Context: an optimization exercise on an open-source flow, tuned for small area. The choices shown serve that exercise and are no tape-out recipe. In this exercise RTL edits were held to simulation tests only and were not proved equivalent to the original. No driver is modelled on the clock port, so clocking that relies on it looks cheaper here than on a real chip. Power and IR drop assume default switching activity.

==> job 4367 <==
==> flow/design.v (excerpt) <==
module task2 (clock, reset_neg, PS2_clock, PS2_data, finish_flag, neg_edge, overflow, bit_counter, output_data, output_data_2, Seven_Segment_display, Seven_Segment_display_1);
export LEC_CHECK = 0
export CAP_MARGIN = 20
export CORE_MARGIN = 2
export CORE_UTILIZATION = 40
export SLEW_MARGIN = 20
create_clock -name core_clock -period 10.0 [get_ports {clock}]
standard.sh (not shown) runs the stock make flow with config.mk's settings and CLKGATE_MAP_FILE= SYNTH_SCRIPT=/design/flow/synth_recipe.tcl, a recipe that flattens the netlist after the stock synthesis.
==> flow/flow/run.sh <==
#!/bin/bash
# Layout flow.
#  1. the standard synthesis (kept as synth_standard.v for reference).
#  2. Our own synthesis of the same design (own_synth.tcl): the same front end
#     (flattened, no fsm/share passes, registers named after the wires they
#     drive), no adder extraction and an area-oriented ABC mapping. It is used
#     only if its registers (names and cell types) are exactly those of the
#     standard synthesis; otherwise the standard netlist's logic is re-mapped
#     for area with its flip-flops untouched (reopt.tcl).
#  3. the standard layout of that netlist, with port buffers made from
#     buf_1, tie cells shared between constant outputs, and a clock tree of
#     clkbuf_4 without dummy loads.
# Each tool writes its own log in this folder.
set -euo pipefail
here=$(pwd)
res=$here/orfs/results/$FLOW_PLATFORM/task2/base
lib=$FLOW_HOME/platforms/sky130hd/lib/sky130_fd_sc_hd__tt_025C_1v80.lib
yosys=$FLOW_HOME/../tools/install/yosys/bin/yosys
export BUFFER_PORTS_ARGS="-buffer_cell sky130_fd_sc_hd__buf_1"
export SKIP_REPAIR_TIE_FANOUT=1
export CTS_ARGS="-sink_clustering_enable -repair_clock_nets -dont_use_dummy_load -buf_list sky130_fd_sc_hd__clkbuf_8 -sink_clustering_size 34 -sink_clustering_max_diameter 1000 -sink_clustering_levels 1"

bash standard.sh $res/1_2_yosys.v > standard_synth.log 2>&1
cp $res/1_2_yosys.v $here/synth_standard.v

flops() { grep -E '^ *sky130_fd_sc_hd__[a-z0-9_]+ ' "$1" | awk '{print $2, $1}' | grep -E ' sky130_fd_sc_hd__(df|edf|sdf|dl)' | sort; }

OS_LIB=$lib OS_IN=$here/design.v OS_TOP=$FLOW_TOP OS_OUT=$here/synth_own.v OS_SCRIPT=$here/flow/area.abc \
  $yosys -c $here/flow/own_synth.tcl > own_synth.log 2>&1 || true
if [[ -s $here/synth_own.v ]] && [[ "$(flops $here/synth_own.v)" == "$(flops $here/synth_standard.v)" ]]; then
  echo "using own synthesis" > synth_choice.txt
  cp $here/synth_own.v $res/1_2_yosys.v
else
  echo "registers differ: re-mapping the standard netlist" > synth_choice.txt
  REOPT_LIB=$lib REOPT_IN=$here/synth_standard.v REOPT_OUT=$here/synth_reopt.v REOPT_TOP=$FLOW_TOP \
  REOPT_SCRIPT=$here/flow/area.abc $yosys -c $here/flow/reopt.tcl > reopt.log 2>&1
  cp $here/synth_reopt.v $res/1_2_yosys.v
fi
flops $res/1_2_yosys.v > registers_used.txt
flops $here/synth_standard.v > registers_standard.txt

bash standard.sh finish > standard_finish.log 2>&1
Other scripts of this flow, unchanged in this note and not shown: flow/flow/area.abc, flow/flow/own_synth.tcl, flow/flow/reopt.tcl
==> job 8846: changes against job 4367 <==
--- a/flow/flow/run.sh
+++ b/flow/flow/run.sh
@@ -6,21 +6,24 @@
 #     drive), no adder extraction and an area-oriented ABC mapping. It is used
 #     only if its registers (names and cell types) are exactly those of the
 #     standard synthesis; otherwise the standard netlist's logic is re-mapped
 #     for area with its flip-flops untouched (reopt.tcl).
 #  3. the standard layout of that netlist, with port buffers made from
-#     buf_1, tie cells shared between constant outputs, and a clock tree of
-#     clkbuf_4 without dummy loads.
+#     buf_1, tie cells shared between constant outputs, and the clock
+#     driven to all registers by one clkbuf_16.
 # Each tool writes its own log in this folder.
 set -euo pipefail
 here=$(pwd)
 res=$here/orfs/results/$FLOW_PLATFORM/task2/base
 lib=$FLOW_HOME/platforms/sky130hd/lib/sky130_fd_sc_hd__tt_025C_1v80.lib
 yosys=$FLOW_HOME/../tools/install/yosys/bin/yosys
 export BUFFER_PORTS_ARGS="-buffer_cell sky130_fd_sc_hd__buf_1"
 export SKIP_REPAIR_TIE_FANOUT=1
-export CTS_ARGS="-sink_clustering_enable -repair_clock_nets -dont_use_dummy_load -buf_list sky130_fd_sc_hd__clkbuf_8 -sink_clustering_size 34 -sink_clustering_max_diameter 1000 -sink_clustering_levels 1"
+# The clock tree is one clkbuf_16 at the centre of the registers, inserted by
+# flow/pre_cts.tcl; CTS then finds no net left to buffer.
+export PRE_CTS_TCL=$(pwd)/flow/pre_cts.tcl
+export CTS_ARGS="-clk_nets clock -dont_use_dummy_load -buf_list sky130_fd_sc_hd__clkbuf_4"
 
 bash standard.sh $res/1_2_yosys.v > standard_synth.log 2>&1
 cp $res/1_2_yosys.v $here/synth_standard.v
 
 flops() { grep -E '^ *sky130_fd_sc_hd__[a-z0-9_]+ ' "$1" | awk '{print $2, $1}' | grep -E ' sky130_fd_sc_hd__(df|edf|sdf|dl)' | sort; }
==> flow/flow/pre_cts.tcl (new file) <==
# Drive all register clock pins from one clock buffer placed at their centre.
set block [ord::get_db_block]
set clk_net [$block findNet clock]
set sinks {}
set xs 0; set ys 0
foreach it [$clk_net getITerms] {
  lappend sinks $it
  set bb [[$it getInst] getBBox]
  set xs [expr {$xs + ([$bb xMin] + [$bb xMax]) / 2}]
  set ys [expr {$ys + ([$bb yMin] + [$bb yMax]) / 2}]
}
set n [llength $sinks]
puts "clock sinks: $n"
set master [[ord::get_db] findMaster sky130_fd_sc_hd__clkbuf_16]
set inst [odb::dbInst_create $block $master clkroot_buf]
set net [odb::dbNet_create $block clkroot_net]
$net setSigType CLOCK
foreach it $sinks { $it disconnect; $it connect $net }
[$inst findITerm A] connect $clk_net
[$inst findITerm X] connect $net
$inst setLocation [expr {$xs / $n}] [expr {$ys / $n}]
$inst setPlacementStatus PLACED
==> job 5007: changes against job 4367 <==
--- a/flow/design.v
+++ b/flow/design.v
@@ -42,22 +42,19 @@
 logic [3:0] dig;
 assign is_f0 = rx == 8'hF0;
 assign is_5a = rx == 8'h5A;
 assign is_dig = (rx == 8'h45) | (rx == 8'h16) | (rx == 8'h1E) | (rx == 8'h26) | (rx == 8'h25) |
                 (rx == 8'h2E) | (rx == 8'h36) | (rx == 8'h3D) | (rx == 8'h3E) | (rx == 8'h46);
-assign dig[0] = (~rx[4] & rx[1]) | (rx[4] & rx[0]) | (~rx[5] & ~rx[3] & rx[1]);
-assign dig[1] = (~rx[5] & rx[3]) | (rx[5] & ~rx[3] & rx[1]) | (rx[4] & rx[0]);
-assign dig[2] = (rx[5] & rx[4] & ~rx[3]) | (~rx[4] & rx[3]) | (rx[5] & rx[0]);
-assign dig[3] = (rx[6] & rx[1]) | (rx[5] & rx[4] & rx[3] & rx[1]);
+assign dig = {rx[5], rx[4], rx[3], rx[0]};
 localparam [2:0] ST_N = 3'd0;
 localparam [2:0] ST_S1 = 3'd1;
-localparam [2:0] ST_S2 = 3'd3;
+localparam [2:0] ST_S2 = 3'd2;
 localparam [2:0] ST_S3 = 3'd4;
-localparam [2:0] ST_F2 = 3'd7;
+localparam [2:0] ST_F2 = 3'd3;
 localparam [2:0] ST_E2 = 3'd5;
 localparam [2:0] ST_F1 = 3'd6;
-localparam [2:0] ST_E1 = 3'd2;
+localparam [2:0] ST_E1 = 3'd7;
 logic [2:0] st;
 logic pd;
 logic [3:0] ds, dp;
 logic [3:0] ones;
 logic tens;
@@ -92,14 +89,17 @@
 always_ff @(posedge clock)
 if (ld1 | ld2)
   ds <= dig;
 always_ff @(posedge clock)
 if (ld2)
-  dp <= ds;
+  dp <= vs;
 logic [3:0] vs, vp;
-assign vs = ds;
-assign vp = dp;
+assign vs[0] = (~ds[2] & ~ds[0]) | (ds[2] & ds[0]) | (~ds[3] & ~ds[1] & ~ds[0]);
+assign vs[1] = (ds[3] & ~ds[1] & ~ds[0]) | (~ds[3] & ds[1]) | (ds[2] & ds[0]);
+assign vs[2] = (ds[3] & ds[0]) | (~ds[2] & ds[1]) | (ds[3] & ds[2] & ~ds[1]);
+assign vs[3] = (~ds[3] & ~ds[2] & ~ds[0]) | (ds[3] & ds[2] & ds[1] & ~ds[0]);
+assign vp = dp;   
 logic [4:0] bsum;
 logic s_c;
 logic [3:0] s_ones;
 assign bsum = vs + vp;
 assign s_c = bsum[4] | (bsum[3] & (bsum[2] | bsum[1]));
@@ -116,17 +116,17 @@
 assign scanmode = (st == ST_F1) | (st == ST_E1) | (st == ST_F2) | (st == ST_E2) | (st == ST_S1);
 assign showdig = (st == ST_F1) | (st == ST_E1) | (st == ST_F2) | (st == ST_E2);
 assign showsum = (st == ST_S2) | (st == ST_S3);
 logic [6:0] scan, seg;
 logic [3:0] segv;
-assign scan[0] = (~ds[3] & ~ds[1] & ~ds[0]) | (ds[2] & ds[1] & ds[0]);
-assign scan[1] = ~((~ds[3] & ~ds[1] & ~ds[0]) | (ds[2] & ds[1] & ds[0]));
+assign scan[0] = (ds[0]);
+assign scan[1] = (~ds[0]);
 assign scan[2] = 1'b1;
-assign scan[3] = (ds[3] & ~ds[0]) | (~ds[2] & ds[1] & ~ds[0]) | (ds[2] & ds[0]);
-assign scan[4] = (~ds[3] & ~ds[2] & ~ds[1] & ds[0]) | (ds[3] & ~ds[0]) | (ds[1] & ~ds[0]) | (ds[2] & ds[1]);
-assign scan[5] = (ds[1] & ds[0]) | (ds[3] & ~ds[0]) | (ds[2]);
-assign scan[6] = (~ds[3] & ~ds[2] & ~ds[1] & ~ds[0]) | (ds[3] & ds[0]);
+assign scan[3] = (ds[1]);
+assign scan[4] = (ds[2]);
+assign scan[5] = (ds[3]);
+assign scan[6] = (~ds[3] & ~ds[2]);
 assign segv = showdig ? vs : (showsum ? ones : 4'd0);
 assign output_data = scanmode ? {1'b0, scan} : {4'd0, ones};
 assign output_data_2 = {1'b0, scanmode, 3'b000, scanmode, 1'b0, scanmode | tens};
 assign Seven_Segment_display = seg;
 assign Seven_Segment_display_1 = {1'b1, {3{showsum & tens}}, 2'b00, showsum & tens};
--- a/flow/flow/run.sh
+++ b/flow/flow/run.sh
@@ -6,21 +6,24 @@
 #     drive), no adder extraction and an area-oriented ABC mapping. It is used
 #     only if its registers (names and cell types) are exactly those of the
 #     standard synthesis; otherwise the standard netlist's logic is re-mapped
 #     for area with its flip-flops untouched (reopt.tcl).
 #  3. the standard layout of that netlist, with port buffers made from
-#     buf_1, tie cells shared between constant outputs, and a clock tree of
-#     clkbuf_4 without dummy loads.
+#     buf_1, tie cells shared between constant outputs, and the clock
+#     driven to all registers by one clkbuf_16.
 # Each tool writes its own log in this folder.
 set -euo pipefail
 here=$(pwd)
 res=$here/orfs/results/$FLOW_PLATFORM/task2/base
 lib=$FLOW_HOME/platforms/sky130hd/lib/sky130_fd_sc_hd__tt_025C_1v80.lib
 yosys=$FLOW_HOME/../tools/install/yosys/bin/yosys
 export BUFFER_PORTS_ARGS="-buffer_cell sky130_fd_sc_hd__buf_1"
 export SKIP_REPAIR_TIE_FANOUT=1
-export CTS_ARGS="-sink_clustering_enable -repair_clock_nets -dont_use_dummy_load -buf_list sky130_fd_sc_hd__clkbuf_8 -sink_clustering_size 34 -sink_clustering_max_diameter 1000 -sink_clustering_levels 1"
+# The clock tree is one clkbuf_16 at the centre of the registers, inserted by
+# flow/pre_cts.tcl; CTS then finds no net left to buffer.
+export PRE_CTS_TCL=$(pwd)/flow/pre_cts.tcl
+export CTS_ARGS="-clk_nets clock -dont_use_dummy_load -buf_list sky130_fd_sc_hd__clkbuf_4"
 
 bash standard.sh $res/1_2_yosys.v > standard_synth.log 2>&1
 cp $res/1_2_yosys.v $here/synth_standard.v
 
 flops() { grep -E '^ *sky130_fd_sc_hd__[a-z0-9_]+ ' "$1" | awk '{print $2, $1}' | grep -E ' sky130_fd_sc_hd__(df|edf|sdf|dl)' | sort; }
==> flow/flow/pre_cts.tcl (new file) <==
# Drive all register clock pins from one clock buffer placed at their centre.
set block [ord::get_db_block]
set clk_net [$block findNet clock]
set sinks {}
set xs 0; set ys 0
foreach it [$clk_net getITerms] {
  lappend sinks $it
  set bb [[$it getInst] getBBox]
  set xs [expr {$xs + ([$bb xMin] + [$bb xMax]) / 2}]
  set ys [expr {$ys + ([$bb yMin] + [$bb yMax]) / 2}]
}
set n [llength $sinks]
puts "clock sinks: $n"
set master [[ord::get_db] findMaster sky130_fd_sc_hd__clkbuf_16]
set inst [odb::dbInst_create $block $master clkroot_buf]
set net [odb::dbNet_create $block clkroot_net]
$net setSigType CLOCK
foreach it $sinks { $it disconnect; $it connect $net }
[$inst findITerm A] connect $clk_net
[$inst findITerm X] connect $net
$inst setLocation [expr {$xs / $n}] [expr {$ys / $n}]
$inst setPlacementStatus PLACED
==> job 6078: changes against job 4367 <==
--- a/flow/flow/run.sh
+++ b/flow/flow/run.sh
@@ -6,21 +6,20 @@
 #     drive), no adder extraction and an area-oriented ABC mapping. It is used
 #     only if its registers (names and cell types) are exactly those of the
 #     standard synthesis; otherwise the standard netlist's logic is re-mapped
 #     for area with its flip-flops untouched (reopt.tcl).
 #  3. the standard layout of that netlist, with port buffers made from
-#     buf_1, tie cells shared between constant outputs, and a clock tree of
+#     buf_1, and a clock tree of
 #     clkbuf_4 without dummy loads.
 # Each tool writes its own log in this folder.
 set -euo pipefail
 here=$(pwd)
 res=$here/orfs/results/$FLOW_PLATFORM/task2/base
 lib=$FLOW_HOME/platforms/sky130hd/lib/sky130_fd_sc_hd__tt_025C_1v80.lib
 yosys=$FLOW_HOME/../tools/install/yosys/bin/yosys
 export BUFFER_PORTS_ARGS="-buffer_cell sky130_fd_sc_hd__buf_1"
-export SKIP_REPAIR_TIE_FANOUT=1
-export CTS_ARGS="-sink_clustering_enable -repair_clock_nets -dont_use_dummy_load -buf_list sky130_fd_sc_hd__clkbuf_8 -sink_clustering_size 34 -sink_clustering_max_diameter 1000 -sink_clustering_levels 1"
+export CTS_ARGS="-sink_clustering_enable -repair_clock_nets -dont_use_dummy_load -buf_list sky130_fd_sc_hd__clkbuf_4"
 
 bash standard.sh $res/1_2_yosys.v > standard_synth.log 2>&1
 cp $res/1_2_yosys.v $here/synth_standard.v
 
 flops() { grep -E '^ *sky130_fd_sc_hd__[a-z0-9_]+ ' "$1" | awk '{print $2, $1}' | grep -E ' sky130_fd_sc_hd__(df|edf|sdf|dl)' | sort; }
==> summary of the runs <==
In non-clock buffer count, job 4367 and job 6078 do not differ.
Fmax: job 6078 < job 4367 < job 8846 < job 5007.
Of job 5007 and job 8846, job 5007 has the higher sequential power (gap about 7%, measured against job 8846).
Of job 8846 and job 5007, job 5007 has the higher global-route usage (gap 0.80 points).
Clock-buffer cell count is the same in job 6078 and job 4367.

-- afterwards: timing with drivers on the ports --
How much do the figures lean on ideal ports? The routed layouts below were timed once more, with nothing changed but the port constraints.
Step 1: set_driving_cell puts a clkbuf_16 on clock and a buf_2 on each other input, an assumption about the parent block.
Step 2 times the ports against the registers' clock, not the clock port: input delays grow and output delays shrink by t, the midpoint of the rising clock arrivals with the driver on.
Slacks: ideal ports / drivers / drivers and shift; pairs: ideal ports / drivers.
| run | shift t [ns] | setup slack, ns | hold WS [ns] |
|---|---|---|---|
| job 4367 | 0.295 | 4.066 / 4.041 / 4.336 | 0.446 / 0.446 / 0.446 |
| job 8846 | 0.199 | 4.170 / 4.141 / 4.340 | 0.452 / 0.452 / 0.452 |
| job 5007 | 0.201 | 4.672 / 4.644 / 4.845 | 0.454 / 0.454 / 0.454 |
| job 6078 | 0.336 | 3.981 / 3.959 / 4.295 | 0.462 / 0.462 / 0.462 |
After both steps setup and hold are still met in every run listed.
